Source: an optimization exercise on an open RTL-to-GDS flow (aim: a short achievable clock period and few clock cycles). Production flows keep margins and buffers that such runs may drop.
In this exercise RTL edits were held to simulation tests only and were not proved equivalent to the original.
Power figures rest on the tool's default switching activity, not on a simulated workload.

## run.sh

```bash
#!/bin/bash
# synth_recipe.tcl (not shown) runs the flow's synth.tcl, then flattens the netlist and writes it again
# the make line also repeats each setting of config.mk as NAME=value (left out here)
make -C /OpenROAD-flow-scripts/flow DESIGN_CONFIG=/design/flow/config.mk WORK_HOME=/design/flow/orfs CLKGATE_MAP_FILE= SYNTH_SCRIPT=/design/flow/synth_recipe.tcl finish
```

## config.mk

```make
export PLATFORM = sky130hd
export DESIGN_NAME = mips_core
export DESIGN_NICKNAME = mips_core
export VERILOG_FILES = /design/flow/design.v
export SDC_FILE = /design/flow/constraint.sdc
export NUM_CORES = 4
export LEC_CHECK = 0
export CAP_MARGIN = 20
export CORE_MARGIN = 2
export CORE_UTILIZATION = 40
export SLEW_MARGIN = 20
```

## constraint.sdc

```tcl
create_clock -name core_clock -period 10.0 [get_ports {clk}]
set_input_delay 2.0000 -clock core_clock [delete_from_list [all_inputs] [get_ports {clk}]]
set_output_delay 2.0000 -clock core_clock [all_outputs]
set_load 0.01 [all_outputs]
```

## design.v

```verilog
`timescale 1ns / 1ps
module alu ( input      [4:0]  alu_ctl, 
             input      [31:0] a_in, b_in, 
             output reg [31:0] result, 
             output            zero_flag );
     assign zero_flag = (result == 0);
     always @(alu_ctl, a_in, b_in) begin          
          case (alu_ctl)
               0:  result = a_in & b_in;          
               1:  result = a_in | b_in;          
               2:  result = a_in + b_in;          
               6:  result = a_in - b_in;          
               7:  result = a_in < b_in ? 1 : 0;  
               8:  result = ~(a_in | b_in);       
               9:  result = a_in ^ b_in;          
               default: result = 0;
          endcase
     end
endmodule
`timescale 1ns / 1ps
module alu_ctrl( input      [1:0] alu_op,
                 input      [5:0] func_code,
		       output reg [4:0] alu_ctl );
     always @* begin
          if(alu_op == 0)       
               alu_ctl = 2;              
          else if(alu_op == 1)  
               alu_ctl = 6;      
          else case( func_code )
               32: alu_ctl = 2;	      
               34: alu_ctl = 6;	      
               36: alu_ctl = 0;	      
               37: alu_ctl = 1;	      
               38: alu_ctl = 9;	      
               39: alu_ctl = 8;	      
               42: alu_ctl = 7;	      
               default: alu_ctl = 15;    
          endcase
     end
endmodule
`timescale 1ns / 1ps
module control( input [5:0]      opcode,
                input            branch_eq,        
                output reg [1:0] if_pc_source,
                output           id_rt_is_source,  
                output           ex_imm_command,
                output reg       ex_alu_src_b,
                output reg       ex_dst_reg_sel,
                output reg [1:0] ex_alu_op,
                output reg       mem_read,
                output reg       mem_write,
                output reg       wb_mem_to_reg,
                output reg       wb_reg_write );
     localparam     LW    = 6'b100011, 
                    SW    = 6'b101011, 
                    BEQ   = 6'b000100, 
                    RTYPE = 6'b0, 
                    J     = 6'd2,
                    JAL   = 6'd3,			
                    ADDI  = 6'b001000, 
                    ANDI  = 6'b001100, 
                    ORI   = 6'b001101, 
                    XORI  = 6'b001110, 
                    SLTI  = 6'b001010;  
     reg memory_op;
     reg r_type_op;
     reg immediate_op;
     reg branch_op;
     reg jump_op;
     assign ex_imm_command = immediate_op;
     assign id_rt_is_source = (r_type_op | branch_op | opcode == SW);
     always @* begin
          if_pc_source   = 0;
          ex_alu_src_b   = 0;
          ex_dst_reg_sel = 0;
          ex_alu_op      = 0;
          mem_read       = 0;
          mem_write      = 0;
          wb_mem_to_reg  = 0;
          wb_reg_write   = 0;
          memory_op    = ( (opcode == LW) | (opcode == SW) );
          r_type_op    = ( opcode == RTYPE );
          branch_op    = ( opcode == BEQ );
          immediate_op = ( (opcode == ADDI) | (opcode == ANDI) | (opcode == ORI) | (opcode == XORI) | (opcode == SLTI) );
          jump_op      = ( opcode == J);
          if (memory_op) begin
               ex_alu_src_b   = 1'b1;   
               ex_dst_reg_sel = 1'b0;   
               ex_alu_op      = 2'b00;  
               wb_mem_to_reg  = 1'b1;   
               if ( opcode == LW ) begin
                    mem_read = 1'b1;
                    wb_reg_write = 1'b1;              
               end
               else 
                    mem_write = 1'b1;        
          end
          else if (r_type_op) begin
               ex_alu_src_b = 1'b0;     
               ex_dst_reg_sel = 1'b1;   
               ex_alu_op = 2'b10;       
               wb_mem_to_reg = 1'b0;    
               wb_reg_write  = 1'b1;    
          end
          else if (immediate_op) begin
               ex_alu_src_b = 1'b1;     
               ex_dst_reg_sel = 1'b0;   
               ex_alu_op = 2'b10;       
               wb_mem_to_reg = 1'b0;    
               wb_reg_write = 1'b1;           
          end
          else if (branch_op) begin
               if (branch_eq) 
                    if_pc_source = 2'b01;  
               else 
                    if_pc_source = 2'b00;
          end
          else if (jump_op)
               if_pc_source = 2'b10;   
          else begin
          end
     end
endmodule
`timescale 1ns / 1ps
module regfile(
               input wire         clk,                    
               input wire         rst,                    
               input wire [4:0]   raddr1, raddr2, waddr,  
               input wire [31:0]  wdata,                  
               input wire         w_en,                   
               output wire [31:0] rdata1, rdata2          
               );    
   reg [31:0]                        rf [31:0];           
   assign rdata1 = rf [raddr1];
   assign rdata2 = rf [raddr2];
   always @(posedge clk)
     begin
        if (rst)
          rf[0] <= 0;
        else
          if(w_en && waddr != 0)
            rf [waddr] <= wdata;
     end
endmodule
`timescale 1ns / 1ps
module forwarding_unit (
     input        ex_mem_reg_write, 
     input        mem_wb_reg_write,
     input [4:0]  ex_mem_dst_reg, 
     input [4:0]  mem_wb_dst_reg,
     input [4:0]  id_ex_rs, 
     input [4:0]  id_ex_rt,
     input [4:0]  if_id_rs, 
     input [4:0]  if_id_rt,
     output [1:0] if_rs_forward_control, 
     output [1:0] id_rt_forward_control,
     output [1:0] ex_rs_forward_control, 
     output [1:0] ex_rt_forward_control );
     wire [3:0]   id_fwd_ctrl, ex_fwd_ctrl;
     assign if_rs_forward_control = id_fwd_ctrl[0] ? 2'b01 : id_fwd_ctrl[2] ? 2'b10 : 2'b00;
     assign id_rt_forward_control = id_fwd_ctrl[1] ? 2'b01 : id_fwd_ctrl[3] ? 2'b10 : 2'b00;
     assign ex_rs_forward_control = ex_fwd_ctrl[0] ? 2'b01 : ex_fwd_ctrl[2] ? 2'b10 : 2'b00;
     assign ex_rt_forward_control = ex_fwd_ctrl[1] ? 2'b01 : ex_fwd_ctrl[3] ? 2'b10 : 2'b00;
     base_forwarding_unit ex_forwarding_inst(
          .ex_mem_reg_write(ex_mem_reg_write),
          .mem_wb_reg_write(mem_wb_reg_write),
          .ex_mem_dst_reg(ex_mem_dst_reg), 
          .mem_wb_dst_reg(mem_wb_dst_reg), 
          .rs(id_ex_rs), 
          .rt(id_ex_rt),			     
          .forward_control(ex_fwd_ctrl));
     base_forwarding_unit id_forwarding_inst(
          .ex_mem_reg_write(ex_mem_reg_write),
          .mem_wb_reg_write(mem_wb_reg_write),
          .ex_mem_dst_reg(ex_mem_dst_reg), 
          .mem_wb_dst_reg(mem_wb_dst_reg), 
          .rs(if_id_rs),
          .rt(if_id_rt),			     
          .forward_control(id_fwd_ctrl));
endmodule
module base_forwarding_unit ( input            ex_mem_reg_write, 
                              input            mem_wb_reg_write,
                              input      [4:0] ex_mem_dst_reg, 
                              input      [4:0] mem_wb_dst_reg, 
                              input      [4:0] rs, 
                              input      [4:0] rt,
                              output reg [3:0] forward_control);
     reg ex_mem_dst_reg_is_not_zero;
     reg mem_wb_dst_reg_is_not_zero;
     always @* begin
          ex_mem_dst_reg_is_not_zero = |ex_mem_dst_reg;
          mem_wb_dst_reg_is_not_zero = |mem_wb_dst_reg;
          forward_control = 4'h0;        
          if (ex_mem_reg_write & ex_mem_dst_reg_is_not_zero) begin
               if (ex_mem_dst_reg == rs) 
                    forward_control[0] = 1'b1;
               else 
                    forward_control[0] = 1'b0;
               if (ex_mem_dst_reg == rt) 
                    forward_control[1] = 1'b1;
               else 
                    forward_control[1] = 1'b0;
          end
          else 
               forward_control[1:0] = 2'b00;
          if (mem_wb_reg_write & mem_wb_dst_reg_is_not_zero) begin
               if (mem_wb_dst_reg == rs) 
                    forward_control[2] = 1'b1;
               else 
                    forward_control[2] = 1'b0;
               if (mem_wb_dst_reg == rt)
                    forward_control[3] = 1'b1;
               else 
                    forward_control[3] = 1'b0;
          end
          else
               forward_control[3:2] = 2'b00;
     end
endmodule
`timescale 1ns / 1ps
module hazard_unit( input       clk,        
                    input       rst,        
                    input [4:0] ex_dst_reg,
                    input [4:0] mem_dst_reg,
                    input [4:0] id_rs,
                    input [4:0] id_rt,	
                    input wb_done_i,
                    output pstop_o,
                    input [5:0] mem_opcode, 
                    input [5:0] ex_opcode, 
                    input [5:0] id_opcode,
                    input       id_rt_is_source,
                    input       ex_reg_write,
                    input       mem_reg_write,
                    output      pc_write,
                    output      if_id_write_en,
                    output      hazard_detected_o );
     localparam     LW  = 6'b100011, 
                    SW  = 6'b101011,
                    BEQ = 6'b000100;
     assign pc_write       = ~hazard_detected_o;
     assign if_id_write_en = ~hazard_detected_o;
     reg mem_wait_r;
     reg hazard_detected;
     assign hazard_detected_o = hazard_detected;
     assign pstop_o = mem_wait_r;
     always@(posedge clk) begin
        if(rst)  
            mem_wait_r <= 0;
        else if (wb_done_i)
            mem_wait_r <= 0;
        else if (id_opcode == LW || id_opcode == SW)
            mem_wait_r <= (id_opcode == LW || id_opcode == SW);
     end
     reg [1:0] coincidence;
     always @* begin
          coincidence = 0;
          if (ex_reg_write && ( (id_rs == ex_dst_reg) | ( (id_rt == ex_dst_reg) && id_rt_is_source)))
               coincidence[0] = 1'b1;
          else if (mem_reg_write && ( (id_rs == mem_dst_reg) | ( (id_rt == mem_dst_reg) && id_rt_is_source)))
               coincidence[1] = 1'b1;        
     end
     always @* begin
          hazard_detected = 0;
          if (coincidence [0]) begin
               if ( id_opcode == BEQ && ex_opcode == LW )
                    hazard_detected = 1;
               else if ( id_opcode == BEQ && ex_opcode != LW)
                    hazard_detected = 1;
               else if ( id_opcode != BEQ && ex_opcode == LW)
                    hazard_detected = 1;             
          end
          else if (coincidence [1]) begin
               if (id_opcode == BEQ && mem_opcode == LW)
                    hazard_detected = 1;             
          end
     end
endmodule
`timescale 1ns / 1ps
module if_stage( input             clk, rst,
                 input             if_id_write_en,
                 input             pc_write,
                 input      [1:0]  pc_source,
                 input pstop_i,
                 output            i_read_en,
                 output     [31:0] i_addr,
                 input      [31:0] i_instr_in, 
                 input      [31:0] jump_addr, branch_addr,
                 output reg [31:0] IF_ID_next_i_addr,
                 output reg [31:0] IF_ID_instruction );
     reg  [31:0] pc_reg, pc_next;  
     wire [31:0] next_i_addr;
     localparam     LW  = 6'b100011, 
                    SW  = 6'b101011;
     wire mem_op = (IF_ID_instruction[31:26] == LW) || (IF_ID_instruction[31:26] == SW);
     assign next_i_addr = pc_reg + 4;
     assign i_read_en   = 1;
     assign i_addr      = pc_reg >> 2;
     always @* begin
          pc_next = pc_reg;
          case (pc_source)
               2'b00: pc_next = next_i_addr;
               2'b01: pc_next = branch_addr;
               2'b10: pc_next = jump_addr;                   
          endcase
     end
     always @(posedge clk) begin
          if (rst)
               pc_reg <= 0;        
          else begin
               if (pc_write && !(pstop_i || mem_op))
                    pc_reg <= pc_next;             
          end        
     end
     always @(posedge clk) begin
          if (rst) begin
               IF_ID_next_i_addr <= 0;
               IF_ID_instruction <= 0;           
          end
          else begin
               if ( if_id_write_en) begin
                    IF_ID_next_i_addr <= next_i_addr;
                    IF_ID_instruction <= !(pstop_i || mem_op)? i_instr_in: 0;
               end
          end
     end
endmodule
`timescale 1ns / 1ps
module id_stage( input             clk, rst,
                 input             reg_write,
                 input [4:0]       wreg_addr,                 
                 input [31:0]      wreg_data,                 
                 input [31:0]      instruction, next_i_addr,  
                 input [1:0]       rs_fwd_sel, rt_fwd_sel,    
                 input [31:0]      mem_fwd_val, wb_fwd_val,   
                 input             hazard,
                 input pstop_i,
                 output [4:0] id_rs,
                 output [4:0] id_rt,
                 output [5:0] id_opcode,
                 output reg [31:0] ID_EX_A,
                 output reg [31:0] ID_EX_B,
                 output reg [4:0]  ID_EX_rt,
                 output reg [4:0]  ID_EX_rs,
                 output reg [4:0]  ID_EX_rd,
                 output reg [5:0]  ID_EX_opcode,
                 output reg [31:0] ID_EX_sign_extend_offset,
                 output reg        ID_EX_wb_reg_write,
                 output reg        ID_EX_wb_mem_to_reg,
                 output reg        ID_EX_mem_read,
                 output reg        ID_EX_mem_write,
                 output reg        ID_EX_ex_imm_command,
                 output reg        ID_EX_ex_alu_src_b,
                 output reg        ID_EX_ex_dst_reg_sel,
                 output reg [1:0]  ID_EX_ex_alu_op,
                 output [31:0]     branch_addr, jump_addr,     
                 output            id_rt_is_source,
                 output [1:0]      if_pc_source );
     reg  [31:0] A, B;
     wire [31:0] a_out;
     wire [31:0] b_out;
     wire [31:0] sign_extend_offset;
     wire        ex_imm_command;   
     wire        ex_alu_src_b;   
     wire        ex_dst_reg_sel;   
     wire [1:0]  ex_alu_op;   
     wire        mem_read;   
     wire        mem_write;   
     wire        wb_mem_to_reg;   
     wire        wb_reg_write;
     wire        is_nop;
     wire        branch_eq;
     regfile regfile_inst (
          .clk( clk ),
          .rst( rst ),
          .raddr1( instruction[25:21] ),
          .raddr2( instruction[20:16] ),
          .waddr( wreg_addr ),
          .wdata( wreg_data ),
          .w_en( reg_write ),
          .rdata1( a_out ),
          .rdata2( b_out ));
     always @* begin
          A = 0;     
          case (rs_fwd_sel)
               0: A = a_out;
               1: A = mem_fwd_val;
               2: A = wb_fwd_val;
          endcase
     end
     always @* begin
          B = 0;
          case (rt_fwd_sel)
               0: B = b_out;
               1: B = mem_fwd_val;
               2: B = wb_fwd_val;       
          endcase
     end
     assign sign_extend_offset = { { 16{instruction[15]} }, instruction [15:0]};
     assign branch_addr = next_i_addr + ( sign_extend_offset << 2 );
     assign jump_addr = {next_i_addr[31:28], instruction[25:0], 2'b00 };
     assign branch_eq = ( A == B);
     assign id_rs = instruction[25:21];
     assign id_rt =  instruction[20:16];   
     assign id_opcode = instruction[31:26];
     assign is_nop = ~|instruction;
     control cunit_instance (
          .opcode( instruction [31:26] ),
          .branch_eq( branch_eq ),
          .id_rt_is_source(id_rt_is_source),
          .if_pc_source(if_pc_source),
          .ex_imm_command(ex_imm_command),
          .ex_alu_src_b(ex_alu_src_b),
          .ex_dst_reg_sel(ex_dst_reg_sel),
          .ex_alu_op(ex_alu_op),
          .mem_read(mem_read),
          .mem_write(mem_write),
          .wb_mem_to_reg(wb_mem_to_reg),
          .wb_reg_write(wb_reg_write));
     always @(posedge clk) begin
          if (rst) begin
               ID_EX_A <= 0;
               ID_EX_B <= 0;
               ID_EX_rt <= 0;
               ID_EX_rs <= 0;
               ID_EX_rd <= 0;
               ID_EX_opcode <= 0;
               ID_EX_sign_extend_offset <= 0;
               ID_EX_wb_reg_write <= 0;
               ID_EX_wb_mem_to_reg <= 0;
               ID_EX_mem_read <= 0;
               ID_EX_mem_write <= 0;
               ID_EX_ex_imm_command <= 0;
               ID_EX_ex_alu_src_b <= 0;
               ID_EX_ex_dst_reg_sel <= 0;
               ID_EX_ex_alu_op <= 0;
          end
          else begin
               if(!pstop_i) begin
                   ID_EX_A <= A;
                   ID_EX_B <= B;
                   ID_EX_rt <= id_rt;
                   ID_EX_rs <= id_rs;
                   ID_EX_rd <= instruction[15:11];
                   ID_EX_opcode <= id_opcode;
                   ID_EX_sign_extend_offset <= sign_extend_offset;
               end                
               if(!pstop_i) begin
                   if (is_nop || hazard) begin
                        ID_EX_wb_reg_write   <= 0;
                        ID_EX_wb_mem_to_reg  <= 0;
                        ID_EX_mem_read       <= 0;
                        ID_EX_mem_write      <= 0;
                        ID_EX_ex_imm_command <= 0;
                        ID_EX_ex_alu_src_b   <= 0;
                        ID_EX_ex_dst_reg_sel <= 0;
                        ID_EX_ex_alu_op      <= 0;                        
                    end
                    else begin
                        ID_EX_wb_reg_write <= wb_reg_write;
                        ID_EX_wb_mem_to_reg <= wb_mem_to_reg;
                        ID_EX_mem_read <= mem_read;
                        ID_EX_mem_write <= mem_write;
                        ID_EX_ex_imm_command <= ex_imm_command;
                        ID_EX_ex_alu_src_b <= ex_alu_src_b;
                        ID_EX_ex_dst_reg_sel <= ex_dst_reg_sel;
                        ID_EX_ex_alu_op <= ex_alu_op;   
                    end
                end
          end
     end
endmodule
module ex_stage( input             clk,
                 input             rst,
                 input             wb_reg_write,
                 input             wb_mem_to_reg,               
                 input             mem_read, 
                 input             mem_write,
                 input             ex_imm_command,
                 input             ex_alu_src_b,
                 input             ex_dst_reg_sel,
                 input [1:0]       ex_alu_op,
                 input pstop_i,
                 input [31:0]      A,
                 input [31:0]      B,
                 input [31:0]      sign_extend_offset,
                 input [4:0]       rt,                  
                 input [4:0]       rd,                  
                 input [5:0]       opcode, 
                 input [1:0]       rs_fwd_sel,          
                 input [1:0]       rt_fwd_sel,          
                 input [31:0]      mem_fwd_val,         
                 input [31:0]      wb_fwd_val,          
                 output [4:0]      ex_dst_reg,
                 output [5:0]      ex_opcode,
                 output reg [31:0] EX_MEM_alu_result,
                 output reg [31:0] EX_MEM_B_value,
                 output reg [4:0]  EX_MEM_dst_reg,
                 output reg [5:0]  EX_MEM_opcode,                 
                 output reg        EX_MEM_mem_read,
                 output reg        EX_MEM_mem_write,
                 output reg        EX_MEM_wb_reg_write,
                 output reg        EX_MEM_wb_mem_to_reg );
     wire [5:0]  func_field;      
     wire [5:0]  func_code;       
     wire [4:0]  alu_ctl;         
     reg  [31:0] alu_a_in;
     wire [31:0] alu_b_in;
     reg  [31:0] b_value;
     wire [31:0] alu_result;                    
     wire        zero;
     always @* begin
          case(rs_fwd_sel)
               0: alu_a_in = A;
               1: alu_a_in = mem_fwd_val;
               2: alu_a_in = wb_fwd_val;
               default: alu_a_in = 0;   
          endcase
     end
     always @* begin
          case(rt_fwd_sel)
               0: b_value = B;
               1: b_value = mem_fwd_val;
               2: b_value = wb_fwd_val;
               default: b_value = 0;    
          endcase
     end
     assign alu_b_in   = ex_alu_src_b ? sign_extend_offset : b_value;
     assign func_field = sign_extend_offset [5:0];  
     assign func_code  = ex_imm_command ? {{2'b10},{~opcode[2] & opcode[1] & ~opcode[0]},opcode[2:0]} : func_field;
     assign ex_opcode  = opcode;
     assign ex_dst_reg = ex_dst_reg_sel ? rd : rt;
     alu_ctrl aluctl_inst(
          .alu_op    (ex_alu_op),
          .func_code (func_code),
          .alu_ctl   (alu_ctl));
     alu alu_inst(
          .alu_ctl   (alu_ctl), 
          .a_in      (alu_a_in), 
          .b_in      (alu_b_in), 
          .result    (alu_result), 
          .zero_flag (zero));
     always @(posedge clk) begin
          if (rst) begin
                EX_MEM_alu_result <= 0;
                EX_MEM_B_value <= 0;
                EX_MEM_dst_reg <= 0;
                EX_MEM_mem_read <= 0;
                EX_MEM_mem_write <= 0;
                EX_MEM_wb_reg_write <= 0;
                EX_MEM_wb_mem_to_reg <= 0;
          end
          else begin
                EX_MEM_alu_result <= alu_result;
                EX_MEM_B_value <= b_value;
                EX_MEM_dst_reg <= ex_dst_reg;
                EX_MEM_opcode <= opcode;           
                EX_MEM_mem_read <= mem_read;
                EX_MEM_mem_write <= mem_write;
                EX_MEM_wb_reg_write <= wb_reg_write;
                EX_MEM_wb_mem_to_reg <= wb_mem_to_reg;
          end
     end
endmodule
`timescale 1ns / 1ps
module mem_stage  (
                   input             clk, 
                   input             rst,
                   input             mem_read, 
                   input             mem_write,
                   input [31:0]      alu_result, 
                   input [31:0]      B,
                   input [4:0]       dst_reg,
                   input             wb_reg_write,
                   input             wb_mem_to_reg,
                   input pstop_i,
                   output reg [4:0]  MEM_WB_dst_reg,
                   output reg        MEM_WB_reg_write,
                   output reg        MEM_WB_mem_to_reg,
                   output reg [31:0] MEM_WB_mem_out,
                   output reg [31:0] MEM_WB_alu_out,
                   output            d_read_en,
                   output            d_write_en,
                   output [31:0]     d_addr,
                   output [31:0]     d_write_data,
                   input [31:0]      d_data_in                   
   );
   assign d_read_en    = mem_read;
   assign d_write_en   = mem_write;
   assign d_addr       = alu_result;
   assign d_write_data = B;
   always @(posedge clk) begin
      if (rst)
        begin
           MEM_WB_dst_reg <= 0;
           MEM_WB_reg_write <= 0;
           MEM_WB_mem_to_reg <= 0;
           MEM_WB_mem_out <= 0;
           MEM_WB_alu_out <= 0;
        end
      else
        begin
           MEM_WB_dst_reg <= dst_reg;
           MEM_WB_reg_write <= wb_reg_write;
           MEM_WB_mem_to_reg <= wb_mem_to_reg;
           MEM_WB_mem_out <= d_data_in;
           MEM_WB_alu_out <= alu_result;
        end
   end
endmodule
`timescale 1ns / 1ps
module wb_stage( input         mem_to_reg,
                 input  [31:0] mem_out, alu_out,
                 output [31:0] write_data );
     assign write_data = mem_to_reg ? mem_out : alu_out;
endmodule
`timescale 1ns / 1ps
module pipeline ( input wire         clk,
                  input wire         rst,
                  output             i_read_en,
                  output [31:0]      i_addr,
                  input [31:0]       i_instr_in,
                  input wb_done_i,
                  output wire        d_read_en,
                  output wire        d_write_en,
                  output wire [31:0] d_addr,
                  output wire [31:0] d_write_data,
                  input  wire [31:0] d_data_in );
     wire [1:0]  pc_source;
     wire        pc_write;
     wire [31:0] jump_addr;
     wire [31:0] branch_addr;
     wire [31:0] next_i_addr;
     wire [31:0] i_fetched;              
     wire        if_id_write_en;         
     wire [31:0] wreg_data;              
     wire [4:0]  ex_dst_reg;
     wire [5:0]  ex_opcode;
     wire [4:0]  id_rs;
     wire [4:0]  id_rt;
     wire [5:0]  id_opcode;
     wire        ID_EX_wb_reg_write;
     wire        ID_EX_wb_mem_to_reg;
     wire        ID_EX_mem_read;
     wire        ID_EX_mem_write;
     wire        ID_EX_ex_imm_command;
     wire        ID_EX_ex_alu_src_b;
     wire        ID_EX_ex_dst_reg_sel;
     wire [1:0]  ID_EX_ex_alu_op;
     wire [31:0] ID_EX_A;
     wire [31:0] ID_EX_B;
     wire [31:0] ID_EX_sign_extend_offset;
     wire [4:0]  ID_EX_rt;               
     wire [4:0]  ID_EX_rd;               
     wire [4:0]  ID_EX_rs;               
     wire [5:0]  ID_EX_opcode;
     wire [31:0] EX_MEM_alu_result;
     wire [31:0] EX_MEM_B_value;
     wire [4:0]  EX_MEM_dst_reg;
     wire [5:0]  EX_MEM_opcode;
     wire        EX_MEM_mem_read;
     wire        EX_MEM_mem_write;
     wire        EX_MEM_wb_reg_write;
     wire        EX_MEM_wb_mem_to_reg;
     wire [4:0]  MEM_WB_dst_reg;
     wire        MEM_WB_reg_write;
     wire        MEM_WB_mem_to_reg;
     wire [31:0] MEM_WB_mem_out;
     wire [31:0] MEM_WB_alu_out;
     wire        id_rt_is_source;
     wire        hazard_detected;
     wire        pstop;                  
     wire [1:0]  if_rs_forward_control;
     wire [1:0]  id_rt_forward_control;
     wire [1:0]  ex_rs_forward_control;
     wire [1:0]  ex_rt_forward_control;
     if_stage ifetch_inst(
          .clk               ( clk ),
          .rst               ( rst ),
          .pstop_i(pstop),
          .if_id_write_en    ( if_id_write_en ),
          .pc_write          ( pc_write ),
          .pc_source         ( pc_source ),
          .i_read_en         ( i_read_en ),
          .i_addr            ( i_addr ),
          .i_instr_in        ( i_instr_in),
          .jump_addr         ( jump_addr ),
          .branch_addr       ( branch_addr ),
          .IF_ID_instruction ( i_fetched ),
          .IF_ID_next_i_addr ( next_i_addr ));
     hazard_unit hazard_inst(
          .clk ( clk ),                
          .rst ( rst ),                
          .ex_dst_reg ( ex_dst_reg ),
          .pstop_o(pstop),
          .mem_dst_reg ( EX_MEM_dst_reg ),
          .id_rs ( id_rs ),
          .id_rt ( id_rt ),
          .mem_opcode ( EX_MEM_opcode ),
          .ex_opcode ( ex_opcode ),
          .id_opcode ( id_opcode ),
          .id_rt_is_source ( id_rt_is_source ),
          .ex_reg_write ( ID_EX_wb_reg_write ),
          .mem_reg_write ( EX_MEM_wb_reg_write ),
          .pc_write ( pc_write ),
          .if_id_write_en ( if_id_write_en ),
          .wb_done_i(wb_done_i),
          .hazard_detected_o ( hazard_detected ));
     forwarding_unit forwarding_inst(
          .ex_mem_reg_write (EX_MEM_wb_reg_write),
          .mem_wb_reg_write (MEM_WB_reg_write),
          .ex_mem_dst_reg (EX_MEM_dst_reg),
          .mem_wb_dst_reg (MEM_WB_dst_reg),
          .id_ex_rs (ID_EX_rs),
          .id_ex_rt (ID_EX_rt),
          .if_id_rs (id_rs),
          .if_id_rt (id_rt),
          .if_rs_forward_control ( if_rs_forward_control ),
          .id_rt_forward_control ( id_rt_forward_control ),
          .ex_rs_forward_control ( ex_rs_forward_control ),
          .ex_rt_forward_control ( ex_rt_forward_control ));
     id_stage idecode_inst(      
          .clk ( clk ),
          .rst ( rst ),      
          .reg_write ( MEM_WB_reg_write ),
          .wreg_addr ( MEM_WB_dst_reg ),                
          .wreg_data ( wreg_data ),                     
          .instruction ( i_fetched ),
          .next_i_addr ( next_i_addr ),                 
          .pstop_i(pstop),
          .rs_fwd_sel ( if_rs_forward_control ),        
          .rt_fwd_sel ( id_rt_forward_control ),        
          .mem_fwd_val ( EX_MEM_alu_result ),           
          .wb_fwd_val ( wreg_data ),                    
          .hazard ( hazard_detected ),
          .id_rs( id_rs ),
          .id_rt( id_rt ),
          .id_opcode( id_opcode ),
          .ID_EX_A ( ID_EX_A ),
          .ID_EX_B ( ID_EX_B ),
          .ID_EX_rt ( ID_EX_rt ),
          .ID_EX_rs ( ID_EX_rs ),
          .ID_EX_rd ( ID_EX_rd ),
          .ID_EX_opcode ( ID_EX_opcode ),
          .ID_EX_sign_extend_offset ( ID_EX_sign_extend_offset ),
          .ID_EX_wb_reg_write ( ID_EX_wb_reg_write ),
          .ID_EX_wb_mem_to_reg ( ID_EX_wb_mem_to_reg ),
          .ID_EX_mem_read ( ID_EX_mem_read ),
          .ID_EX_mem_write ( ID_EX_mem_write ),
          .ID_EX_ex_imm_command ( ID_EX_ex_imm_command ),
          .ID_EX_ex_alu_src_b ( ID_EX_ex_alu_src_b ),
          .ID_EX_ex_dst_reg_sel ( ID_EX_ex_dst_reg_sel ),
          .ID_EX_ex_alu_op ( ID_EX_ex_alu_op ),
          .branch_addr ( branch_addr ),
          .jump_addr ( jump_addr ),
          .id_rt_is_source ( id_rt_is_source ),
          .if_pc_source ( pc_source ));
     ex_stage execute_inst(
          .clk ( clk ),
          .rst ( rst ),
          .wb_reg_write ( ID_EX_wb_reg_write ),
          .wb_mem_to_reg ( ID_EX_wb_mem_to_reg ),
          .mem_read ( ID_EX_mem_read ),
          .pstop_i(pstop),
          .mem_write ( ID_EX_mem_write ),
          .ex_imm_command ( ID_EX_ex_imm_command ),
          .ex_alu_src_b ( ID_EX_ex_alu_src_b ),
          .ex_dst_reg_sel ( ID_EX_ex_dst_reg_sel ),
          .ex_alu_op ( ID_EX_ex_alu_op ),
          .A ( ID_EX_A ),
          .B ( ID_EX_B ),
          .sign_extend_offset ( ID_EX_sign_extend_offset ),
          .rt ( ID_EX_rt ),                                  
          .rd ( ID_EX_rd ),                                  
          .opcode ( ID_EX_opcode ),
          .rs_fwd_sel ( ex_rs_forward_control ),             
          .rt_fwd_sel ( ex_rt_forward_control ),             
          .mem_fwd_val ( EX_MEM_alu_result ),                
          .wb_fwd_val ( wreg_data ),                         
          .ex_dst_reg ( ex_dst_reg ),
          .ex_opcode ( ex_opcode ),
          .EX_MEM_alu_result ( EX_MEM_alu_result ),
          .EX_MEM_B_value ( EX_MEM_B_value ),
          .EX_MEM_dst_reg ( EX_MEM_dst_reg ),
          .EX_MEM_opcode ( EX_MEM_opcode ),
          .EX_MEM_mem_read ( EX_MEM_mem_read ),
          .EX_MEM_mem_write ( EX_MEM_mem_write ),
          .EX_MEM_wb_reg_write ( EX_MEM_wb_reg_write ),
          .EX_MEM_wb_mem_to_reg ( EX_MEM_wb_mem_to_reg ));
     mem_stage memstage_inst(
          .clk ( clk ),
          .rst ( rst ),
          .mem_read ( EX_MEM_mem_read ),
          .mem_write ( EX_MEM_mem_write ),
          .alu_result ( EX_MEM_alu_result ),
          .B ( EX_MEM_B_value ),
          .pstop_i(pstop),
          .dst_reg ( EX_MEM_dst_reg ),
          .wb_reg_write ( EX_MEM_wb_reg_write ),
          .wb_mem_to_reg ( EX_MEM_wb_mem_to_reg ),
          .MEM_WB_dst_reg ( MEM_WB_dst_reg ),
          .MEM_WB_reg_write ( MEM_WB_reg_write ),
          .MEM_WB_mem_to_reg ( MEM_WB_mem_to_reg ),
          .MEM_WB_mem_out ( MEM_WB_mem_out ),
          .MEM_WB_alu_out ( MEM_WB_alu_out ),
          .d_read_en ( d_read_en ),
          .d_write_en ( d_write_en ),
          .d_addr ( d_addr ),
          .d_write_data ( d_write_data ),
          .d_data_in ( d_data_in ));
     wb_stage wb_inst(
          .mem_to_reg ( MEM_WB_mem_to_reg ),
          .mem_out ( MEM_WB_mem_out ),
          .alu_out ( MEM_WB_alu_out ),
          .write_data ( wreg_data ));
endmodule
`timescale 1ns / 1ps
module master_wb(
    input clk,
    input rst,
    output reg done_o,
    input  wire         d_read_en,
    input  wire         d_write_en,
    input  wire [31:0]  d_addr,
    input  wire [31:0]  d_write_data,
    output reg  [31:0]  d_data_out,
    input             wbm_done_pls_i,
    input      [31:0] wbm_dat_i,
    input             wbm_ack_i,
    output reg [31:0] wbm_dat_o,
    output reg        wbm_we_o,
    output     [3:0]  wbm_sel_o,
    output reg [31:0] wbm_adr_o,
    output reg        wbm_cyc_o,
    output reg        wbm_stb_o
);
    reg [1:0] state_r;
    assign wbm_sel_o = 4'b1111;
    localparam IDLE      = 0;
    localparam WRITE_ACK = 1;
    localparam READ_ACK  = 2;
    localparam DONE_PLS  = 3;
    reg rd_r, wr_r;
    always@(posedge clk) 
        if(rst) begin
             state_r    <= IDLE;
             done_o     <= 1'b0;
             wbm_adr_o <= 0;
             wbm_dat_o  <= 0;
             wbm_we_o   <= 1'b0;
             wbm_stb_o  <= 1'b0;
             wbm_cyc_o  <= 1'b0;
             d_data_out <= 0;
             rd_r <= 0;
             wr_r <= 0;
        end else begin
            rd_r <= d_read_en;
            wr_r <= d_write_en;
            done_o <= 1'b0;
            case(state_r) 
                IDLE: 
                    if(d_write_en && !wr_r) begin
                         wbm_adr_o <= d_addr;
                         wbm_dat_o  <= d_write_data;
                         wbm_we_o   <= 1'b1;
                         wbm_stb_o  <= 1'b1;
                         wbm_cyc_o  <= 1'b1;
                         state_r    <= WRITE_ACK;
                    end else if (d_read_en && !rd_r) begin
                         wbm_adr_o <= d_addr;
                         wbm_stb_o  <= 1'b1;
                         wbm_cyc_o  <= 1'b1;
                         state_r <= READ_ACK;
                    end else if (wbm_done_pls_i) begin
                         done_o  <= 1'b1;
                         state_r <= DONE_PLS;
                    end
                WRITE_ACK: 
                    if(wbm_ack_i) begin
                        wbm_we_o   <= 1'b0;
                        wbm_stb_o  <= 1'b0;
                        wbm_cyc_o  <= 1'b0;
                        done_o     <= 1'b1;
                        state_r    <= IDLE;
                    end
                READ_ACK:
                    if(wbm_ack_i) begin
                         wbm_stb_o  <= 1'b0;
                         wbm_cyc_o  <= 1'b0;
                         d_data_out <= wbm_dat_i;
                         done_o     <= 1'b1;
                         state_r    <= IDLE;
                    end
                DONE_PLS: 
                    if(!wbm_done_pls_i)
                         state_r <= IDLE;
            endcase
        end
endmodule
`timescale 1ns / 1ps
module mips_core (
     input  wire        clk,
     input  wire        rst,
     output wire [31:0] i_addr,
     input  wire [31:0] i_instr_in,
     input  wire [31:0] wbm_dat_i,
     input  wire        wbm_ack_i,
     output wire [31:0] wbm_dat_o,
     output wire        wbm_we_o,
     output wire [3:0]  wbm_sel_o,
     output wire [31:0] wbm_adr_o,
     output wire        wbm_cyc_o,
     output wire        wbm_stb_o
);
     wire        i_read_en;
     wire        d_read_en;
     wire        d_write_en;
     wire [31:0] d_addr;
     wire [31:0] d_write_data;
     wire [31:0] d_read_data;
     wire        wb_done;
     pipeline pipeline_inst (
          .clk(clk),
          .rst(rst),
          .wb_done_i(wb_done),
          .i_read_en(i_read_en),
          .i_addr(i_addr),
          .i_instr_in(i_instr_in),
          .d_read_en(d_read_en),
          .d_write_en(d_write_en),
          .d_addr(d_addr),
          .d_write_data(d_write_data),
          .d_data_in(d_read_data));
     master_wb mwb_inst (
          .clk(clk),
          .rst(rst),
          .done_o(wb_done),
          .d_read_en(d_read_en),
          .d_write_en(d_write_en),
          .d_addr(d_addr),
          .d_write_data(d_write_data),
          .d_data_out(d_read_data),
          .wbm_done_pls_i(1'b0),
          .wbm_dat_i(wbm_dat_i),
          .wbm_ack_i(wbm_ack_i),
          .wbm_dat_o(wbm_dat_o),
          .wbm_we_o(wbm_we_o),
          .wbm_sel_o(wbm_sel_o),
          .wbm_adr_o(wbm_adr_o),
          .wbm_cyc_o(wbm_cyc_o),
          .wbm_stb_o(wbm_stb_o));
endmodule
```

==> results.txt <==
-- worst min-delay path by stage --
stage	end	slack [ns]
after CTS	pipeline_inst.hazard_inst.mem_wait_r	0.41
final	pipeline_inst.hazard_inst.mem_wait_r	0.40
after floorplan	pipeline_inst.hazard_inst.mem_wait_r	0.37
after global placement	pipeline_inst.hazard_inst.mem_wait_r	0.38
after global routing	pipeline_inst.hazard_inst.mem_wait_r	0.42
after detailed placement	pipeline_inst.hazard_inst.mem_wait_r	0.39
-- per-layer routing --
metal  routed length [um]  vias to the layer above  global-route usage  share of wire
met5                    0                        -                   0              0
met4                12200                        0               0.116          0.048
met3                23400                      543              0.0504          0.093
met2               117000                     2858               0.412           0.47
met1                99000                    26523               0.346           0.39
li1                     -                    22213                   -              -
-- cells by family (layout without fill, tap and decap cells) --
logic type	Yosys count	in the layout
xor+xnor	145	145
buf+inv	558	757
compound gates	1129	1129
fa+ha+maj	137	137
flops	1484	1484
simple gates	1440	1440
other cells	2	10
mux	826	826
-- where the power goes --
group	leakage, uW	switching (uW)	internal, uW
Sequential	0.0133	197	6600
Clock	0.00267	2590	3640
Combinational	0.0122	1080	721
Total	0.0282	3870	11000
-- through the flow --
| step | instances | power, uW | utilization |
|---|---|---|---|
| 5_1_grt | 8404 | 15200 | 0.457 |
| 3_3_place_gp | 8108 | 8680 | 0.427 |
| 2_1_floorplan | 5725 | 8030 | - |
| 3_5_place_dp | 8108 | 8680 | 0.427 |
| 4_1_cts | 8404 | 14900 | 0.457 |
| 6_report | 8408 | 14800 | 0.457 |
-- layout make-up --
type | instances | area share
sequential | 1484 | 0.474
tap | 2480 | 0.0367
clock inverter | 94 | 0.0134
antenna | 4 | 0.000118
inverter | 119 | 0.00529
clock buffer | 202 | 0.0518
multi-input combinational | 3683 | 0.382
timing repair buffer | 342 | 0.0372
-- layout by cell type (no fill, tap or decap), types with 49 or more instances in the layout --
cell             count
a211oi_1            69
a21oi_1            357
a22oi_1             73
buf_4              166
clkbuf_16          165
clkdlybuf4s50_1    162
dfxtp_1            443
edfxtp_1          1030
ha_1               134
inv_1              115
mux2i_1            263
mux4_2             532
nand2_1            540
nand3_1            101
nand4_1             49
nor2_1             351
nor2b_1            107
o21ai_0            225
xnor2_1             87
xor2_1              58
==> reports/results.ini <==
[yosys]
yosys-top-cells-area = edfxtp_1 42%, mux4_2 16%, dfxtp_1 12%
avgSynthCellArea_sq_um = 13.0
seq_area_frac_synth = 0.538
synth_seq_cells = 1484
synth_edf_count = 1030
synthSimpleGateAreaFrac = 0.0885
synth_top_area_share = 0.416
synth_cell_types = 90
ys.flop_type = edfxtp_1
synth_common_cells = 1030 x edfxtp_1, 542 x nand2_1, 532 x mux4_2
synth.most_common_cell = edfxtp_1
synth_top_family_by_area = multiplexers
ys_warn_count = 11
syn_inst = 5721
synth_compound_area_frac = 0.0980
yosysTopAreaCell = edfxtp_1
synthAdderAreaFrac = 0.0234
synth_xor_xnor_area_share = 0.0171
synthArstFlopShare = 0
muxShareOfSynthArea = 0.201
synth_area_sq_um = 74300

[sta]
timing.final.crit_share = 0.777
skew_ns = 0.0570
rsz0062_at_grt = false
hold_violations = 0
tightest_slew_ns = 1.19
drv_slew = 0
max_freq_ghz = 0.129
slew_headroom = 0.183
post-route-min-period_ns = 7.77
setup_slack_ns = 2.23
hold_ws_ns = 0.400
finalSetupViolCount = 0
fin_setup_tns_ns = 0

[hold_path]
hold_path.class = flop to flop
hold_path_startpoint = mwb_inst.done_o
hold_depth = 1

[global_route]
grt.total_usage = 0.260
grt_pass1_vias = 50607
antenna_found_initial = 4
grt_pass1_wl_mm = 361
gr-total-overflow = 0
grt_max_degree = 168

[setup_path]
critical_path.max_stage_delay_ns = 0.93
timing.rr.end = pipeline_inst.ifetch_inst.pc_reg[24]
cp_slowest_cell = dfxtp_4
cp-endpoint = pipeline_inst.ifetch_inst.pc_reg[24]
worst-path-max-fanout = 40
r2r_slack_ns = 2.23
worstSetupPathType = flop to flop
critical_path.top_delay_family = simple AND/OR/NAND/NOR gates
crit_required_ns = 10.69
crit_top_cell = mux4_2
crit_path_end_kind = flop
crit_path_cell_trace = buf_12, buf_4, mux4_2, mux4_2, a2111o_1, xor2_1, nand4_1, nor4_1, nand3_1, nor4_2, ha_1, clkinv_1, nand2_1, a21oi_1, a2111oi_0
cp_num_buf_inv = 3
crit_arrival_ns = 8.46
start_kind = flop
r2r_cells = 15
worst-path-stages = 15

[clock_tree]
cts_setup_buffers = 0
clk_pin_slew_ns = 0.06
h-tree-depth = 4
cts_hold_buf = 0
cts_tree = built
cts_sinks = 1484
cts_resized = 0
clk_path_buf_depth = 3
numCtsBuffers = 158
root_buffer = clkbuf_16
clk_latency_ns = 0.84

[drt]
detail-route-antenna-nets = 0
wl_per_cell_um = 29.9
wl_mm = 252
vias = 52137
vias_per_cell = 6.20
dr.pass1.iters = 8
drc_errors = 0
drtIter0Drc = 6234

[die]
rows = 158
dieHeight_um = 435
top_level_ports = 170
initial_core_util = 0.402
dieArea_sq_um = 189000
core-area_sq_um = 185000
die_width_um = 435

[placement]
numPortBuffers = 163
place_area_sq_um = 79000
place_congestion = 0.943
dp_hpwl_mm = 158
pre_cts_ws_ns = 2.40

[layout]
layout.nets = 5992
largest_register_ffs = 1024
multi_input_area_sq_um = 32200
drive_gt1_frac = 0.186
seq_area_sq_um = 40100
n_fill_cell = 16496
areaGrowthSynthToFinish_pct = 13.7
final_area_sq_um = 84500
regMostFlops = pipeline_inst.idecode_inst.regfile_inst.rf

[power]
powerDensity_nw_per_um2 = 176
peakVddDrop_v = 0.000142
p_leak_uw = 0.0282

[outcome]
status = complete, no violations

[job]
maxCapViolations = 0

Testbench counts, summed over its fixed seeds: cycles 37,053.

==> port drivers added, routing unchanged <==
In the flow no input, the clock included, has a driving cell. The finished layout below was timed again as built, in two steps. Step 1: set_driving_cell puts a clkbuf_16 on clk and a buf_2 on each other input, an assumption about the parent block. Step 2 times the ports against the registers' clock, not the clock port: input delays grow and output delays shrink by t, the midpoint of the rising clock arrivals with the driver on. a / b / c = ideal / step 1 / step 2; a / b = the first two.
shift t [ns]: 0.903
slack for setup (ns): 2.228 / 2.228 / 2.228
worst setup path after step 2: register to register
worst register clock-pin slew, ns: 0.07 / 0.07
worst slew at a driven data input, ns: 0.05
After both steps setup and hold are still met in this run. For this run, drivers alone change the setup slack by 0.000 ns; drivers and shift together by 0.000 ns.
